Context: an optimization exercise on an open-source flow, tuned for small area and a short achievable clock period. The choices shown serve that exercise and are no tape-out recipe. Power figures rest on the tool's default switching activity, not on a simulated workload.

== the reference run ==
==> module softmax, before the edit <==
module softmax (clk, out, in, lut_wr, execute, fetch, reset, mode);
parameter bw  = 8;
parameter col = 8;
input mode;
input  [col*bw-1:0] in;
input  clk;
input  execute;
input  [1:0] lut_wr;
input  reset, fetch;
output [col*bw-1:0] out;
reg  [63:0]  in_q;
reg  [1:0]   wr_q;
reg          mode_q, exe_q;
reg  [127:0] hi_t;
reg  [127:0] lo_t;
reg  [511:0] fq;           
reg  [13:0]  sum_q;
reg  [63:0]  out_q;
reg  [3:0]   cnt;          
reg  [2:0]   fcnt;         
reg          div_start;
reg  [111:0] rem_q;
reg  [47:0]  quo_q;
reg push_q, sen_q, sclr_q, busy_q, oen_q, dsel_q;
wire m0 = ~mode_q;
wire m1 = mode_q;
wire push_n = (m0 & exe_q & (cnt == 4'd0)) |
              (m1 & (cnt >= 4'd1) & (cnt <= 4'd8)) |
              (m1 & fetch & (fcnt == 3'd0));
wire sen_n  = (m0 & exe_q & (cnt == 4'd1)) |
              (m1 & (cnt >= 4'd2) & (cnt <= 4'd9));
wire sclr_n = (m0 & exe_q & (cnt == 4'd1)) |
              (m1 & (cnt == 4'd2));
wire busy_n = (m0 & exe_q & ((cnt == 4'd3) | (cnt == 4'd4) | (cnt == 4'd0))) |
              (m1 & fetch & (fcnt <= 3'd2));
wire oen_n  = (m0 & exe_q & div_start & (cnt == 4'd0)) |
              (m1 & fetch & (fcnt == 3'd2));
wire [63:0] e_vec;
reg  [10:0] tsum;
integer k;
always @(*) begin
   tsum = 11'd0;
   for (k = 0; k < 8; k = k + 1)
      tsum = tsum + fq[8*k +: 8];
end
wire sz = (sum_q == 14'd0);
wire [111:0] rem_n;
wire [47:0]  quo_n;
wire [63:0]  res;
genvar i;
for (i = 0; i < 8; i = i + 1) begin : lane
   wire [3:0] a = in_q[8*i+7 : 8*i+4];
   wire [3:0] b = in_q[8*i+3 : 8*i];
   wire [7:0] h = hi_t[8*a +: 8];
   wire [7:0] l = lo_t[8*b +: 8];
   wire [15:0] p = h * l;
   assign e_vec[8*i +: 8] = p[15:8];
   wire [7:0]  d  = dsel_q ? fq[448+8*i +: 8] : fq[8*i +: 8];
   wire [13:0] rs = busy_q ? rem_q[14*i +: 14] : {6'd0, d};
   wire [15:0] d1 = {1'b0, rs, 1'b0} - {2'b0, sum_q};
   wire        q1 = ~d1[15];
   wire [13:0] r1 = q1 ? d1[13:0] : {rs[12:0], 1'b0};
   wire [15:0] d2 = {1'b0, r1, 1'b0} - {2'b0, sum_q};
   wire        q2 = ~d2[15];
   wire [13:0] r2 = q2 ? d2[13:0] : {r1[12:0], 1'b0};
   wire        kill = ~busy_q & ({6'd0, d} == sum_q);
   assign rem_n[14*i +: 14] = kill ? 14'd0 : r2;
   assign quo_n[6*i +: 6]   = {quo_q[6*i +: 4], kill ? {sz, sz} : {q1, q2}};
   assign res[8*i +: 8]     = {quo_q[6*i +: 6], q1, q2};
end
assign out = out_q;
always @(posedge clk) begin
   in_q   <= in;
   wr_q   <= lut_wr;
   mode_q <= mode;
   dsel_q <= mode;
   if (wr_q[1]) hi_t <= {hi_t[63:0], in_q};
   if (wr_q[0]) lo_t <= {lo_t[63:0], in_q};
   if (push_q) fq <= {fq[447:0], e_vec};
   if (sen_q)  sum_q <= (sclr_q ? 14'd0 : sum_q) + {3'd0, tsum};
   rem_q <= rem_n;
   quo_q <= quo_n;
   if (oen_q) out_q <= res;
end
always @(posedge clk) begin
   if (reset) begin
      exe_q     <= 1'b0;
      cnt       <= 4'd0;
      fcnt      <= 3'd0;
      div_start <= 1'b0;
      push_q    <= 1'b0;
      sen_q     <= 1'b0;
      sclr_q    <= 1'b0;
      busy_q    <= 1'b0;
      oen_q     <= 1'b0;
   end
   else begin
      exe_q  <= execute;
      push_q <= push_n;
      sen_q  <= sen_n;
      sclr_q <= sclr_n;
      busy_q <= busy_n;
      oen_q  <= oen_n;
      if (m0) begin
         if (exe_q) begin
            cnt <= (cnt == 4'd4) ? 4'd0 : cnt + 4'd1;
            if (cnt == 4'd2) div_start <= 1'b1;
         end
      end
      else begin
         if (exe_q || cnt != 4'd0)
            cnt <= (cnt == 4'd12) ? 4'd0 : cnt + 4'd1;
      end
      if (!exe_q)
         div_start <= 1'b0;
      if (fetch)
         fcnt <= (fcnt == 3'd4) ? 3'd0 : fcnt + 3'd1;
      else
         fcnt <= 3'd0;
   end
end
endmodule
export LEC_CHECK = 0
export CAP_MARGIN = 20
export CORE_MARGIN = 2
export CORE_UTILIZATION = 65
export CTS_CLUSTER_DIAMETER = 100
export CTS_CLUSTER_SIZE = 24
export SLEW_MARGIN = 20
create_clock -name core_clock -period 33.0 [get_ports {clk}]
standard.sh (not shown) runs the stock make flow with config.mk's settings and CLKGATE_MAP_FILE= SYNTH_SCRIPT=/design/flow/synth_recipe.tcl, a recipe that flattens the netlist after the stock synthesis.
==> flow/flow/run.sh <==
#!/bin/bash
# The standard layout, with stronger port buffers than the flow's default
# choice (a delay cell), so that the output ports are driven by a plain buffer.
set -euo pipefail
export BUFFER_PORTS_ARGS="-buffer_cell sky130_fd_sc_hd__buf_4"
bash standard.sh > standard.log 2>&1
Input changes introduced in the trial run (baseline for comparison: the reference run):
diff --git a/flow/design.v b/flow/design.v
--- a/flow/design.v
+++ b/flow/design.v
@@ -182,13 +182,15 @@
 reg  [63:0]  out_q;
 reg  [3:0]   cnt;          
 reg  [2:0]   fcnt;         
 reg          div_start;
 reg  [111:0] rem_q;
 reg  [47:0]  quo_q;
-reg push_q, sen_q, sclr_q, busy_q, oen_q, dsel_q;
+reg push_q, sen_q, sclr_q, oen_q;
+reg busy_a, busy_na, busy_b, busy_nb;
+reg dsel_a, dsel_na;
 wire m0 = ~mode_q;
 wire m1 = mode_q;
 wire push_n = (m0 & exe_q & (cnt == 4'd0)) |
               (m1 & (cnt >= 4'd1) & (cnt <= 4'd8)) |
               (m1 & fetch & (fcnt == 3'd0));
 wire sen_n  = (m0 & exe_q & (cnt == 4'd1)) |
@@ -216,31 +218,37 @@
    wire [3:0] a = in_q[8*i+7 : 8*i+4];
    wire [3:0] b = in_q[8*i+3 : 8*i];
    wire [7:0] h = hi_t[8*a +: 8];
    wire [7:0] l = lo_t[8*b +: 8];
    wire [15:0] p = h * l;
    assign e_vec[8*i +: 8] = p[15:8];
-   wire [7:0]  d  = dsel_q ? fq[448+8*i +: 8] : fq[8*i +: 8];
-   wire [13:0] rs = busy_q ? rem_q[14*i +: 14] : {6'd0, d};
+   wire        dsel = (i < 4) ? dsel_a : ~dsel_na;
+   wire        busy = (i < 2) ? busy_a : (i < 4) ? ~busy_na :
+                      (i < 6) ? busy_b : ~busy_nb;
+   wire [7:0]  d  = dsel ? fq[448+8*i +: 8] : fq[8*i +: 8];
+   wire [13:0] rs = busy ? rem_q[14*i +: 14] : {6'd0, d};
    wire [15:0] d1 = {1'b0, rs, 1'b0} - {2'b0, sum_q};
    wire        q1 = ~d1[15];
    wire [13:0] r1 = q1 ? d1[13:0] : {rs[12:0], 1'b0};
    wire [15:0] d2 = {1'b0, r1, 1'b0} - {2'b0, sum_q};
    wire        q2 = ~d2[15];
    wire [13:0] r2 = q2 ? d2[13:0] : {r1[12:0], 1'b0};
-   wire        kill = ~busy_q & ({6'd0, d} == sum_q);
+   wire        kill = ~busy & ({6'd0, d} == sum_q);
    assign rem_n[14*i +: 14] = kill ? 14'd0 : r2;
    assign quo_n[6*i +: 6]   = {quo_q[6*i +: 4], kill ? {sz, sz} : {q1, q2}};
    assign res[8*i +: 8]     = {quo_q[6*i +: 6], q1, q2};
 end
 assign out = out_q;
 always @(posedge clk) begin
    in_q   <= in;
    wr_q   <= lut_wr;
    mode_q <= mode;
-   dsel_q <= mode;
+   dsel_a  <= mode;
+   dsel_na <= ~mode;
+   busy_b  <= busy_n;
+   busy_nb <= ~busy_n;
    if (wr_q[1]) hi_t <= {hi_t[63:0], in_q};
    if (wr_q[0]) lo_t <= {lo_t[63:0], in_q};
    if (push_q) fq <= {fq[447:0], e_vec};
    if (sen_q)  sum_q <= (sclr_q ? 14'd0 : sum_q) + {3'd0, tsum};
    rem_q <= rem_n;
    quo_q <= quo_n;
@@ -252,21 +260,23 @@
       cnt       <= 4'd0;
       fcnt      <= 3'd0;
       div_start <= 1'b0;
       push_q    <= 1'b0;
       sen_q     <= 1'b0;
       sclr_q    <= 1'b0;
-      busy_q    <= 1'b0;
+      busy_a    <= 1'b0;
+      busy_na   <= 1'b1;
       oen_q     <= 1'b0;
    end
    else begin
       exe_q  <= execute;
       push_q <= push_n;
       sen_q  <= sen_n;
       sclr_q <= sclr_n;
-      busy_q <= busy_n;
+      busy_a  <= busy_n;
+      busy_na <= ~busy_n;
       oen_q  <= oen_n;
       if (m0) begin
          if (exe_q) begin
             cnt <= (cnt == 4'd4) ? 4'd0 : cnt + 4'd1;
             if (cnt == 4'd2) div_start <= 1'b1;
          end
Findings:
- NOTE: worst reg2reg path depth in the trial run falls short of that of the reference run
- Net count reported at finish in the trial run is 24 above the reference run.
- The starting density of the core on the trial run is in line with that on the reference run.
- Delta(total power density per cell area, the trial run - the reference run) > 0
- On final area, the trial run and the reference run are basically level.
- Changes observed in the trial run relative to the reference run: wire length has remained practically unchanged, wire length of the first global-routing pass has remained practically unchanged, portion of the clock cycle consumed by the worst path in the final layout has remained practically unchanged.
- The reference run has lower non-clock buffer count than the trial run.
- Taking the reference run as 1.0, the trial run lands at 0.946 on count of clock-buffer cells in the layout.
- Critical path endpoint: out[35] -> the trial run, out[32] -> the reference run
- [the trial run vs the reference run] relative max-transition margin: higher in the trial run
No run of this note included a check of the RTL's function; only the layout flow was run.

re-timing with driven ports:
How much do the figures lean on ideal ports? The routed layouts below were timed once more, with nothing changed but the port constraints. Step 1, drivers: a clkbuf_16 drives clk and a buf_2 each remaining input, both assumed. Step 2 adds t to the input delays and takes it off the output delays; t is the mean of the earliest and latest rising clock arrival at the registers after step 1. Input paths then give back, and output paths get back, about the clock's delay inside the block. a / b / c = no drivers / after step 1 / after step 2; a / b = the first two.
| run | t, ns | slack for setup (ns) | worst setup path at the end |
|---|---|---|---|
| the reference run | 0.790 | 25.102 / 25.019 / 25.252 | register to register |
| the trial run | 0.793 | 25.131 / 25.054 / 25.391 | input to register |
After both steps every run listed still meets setup and hold.
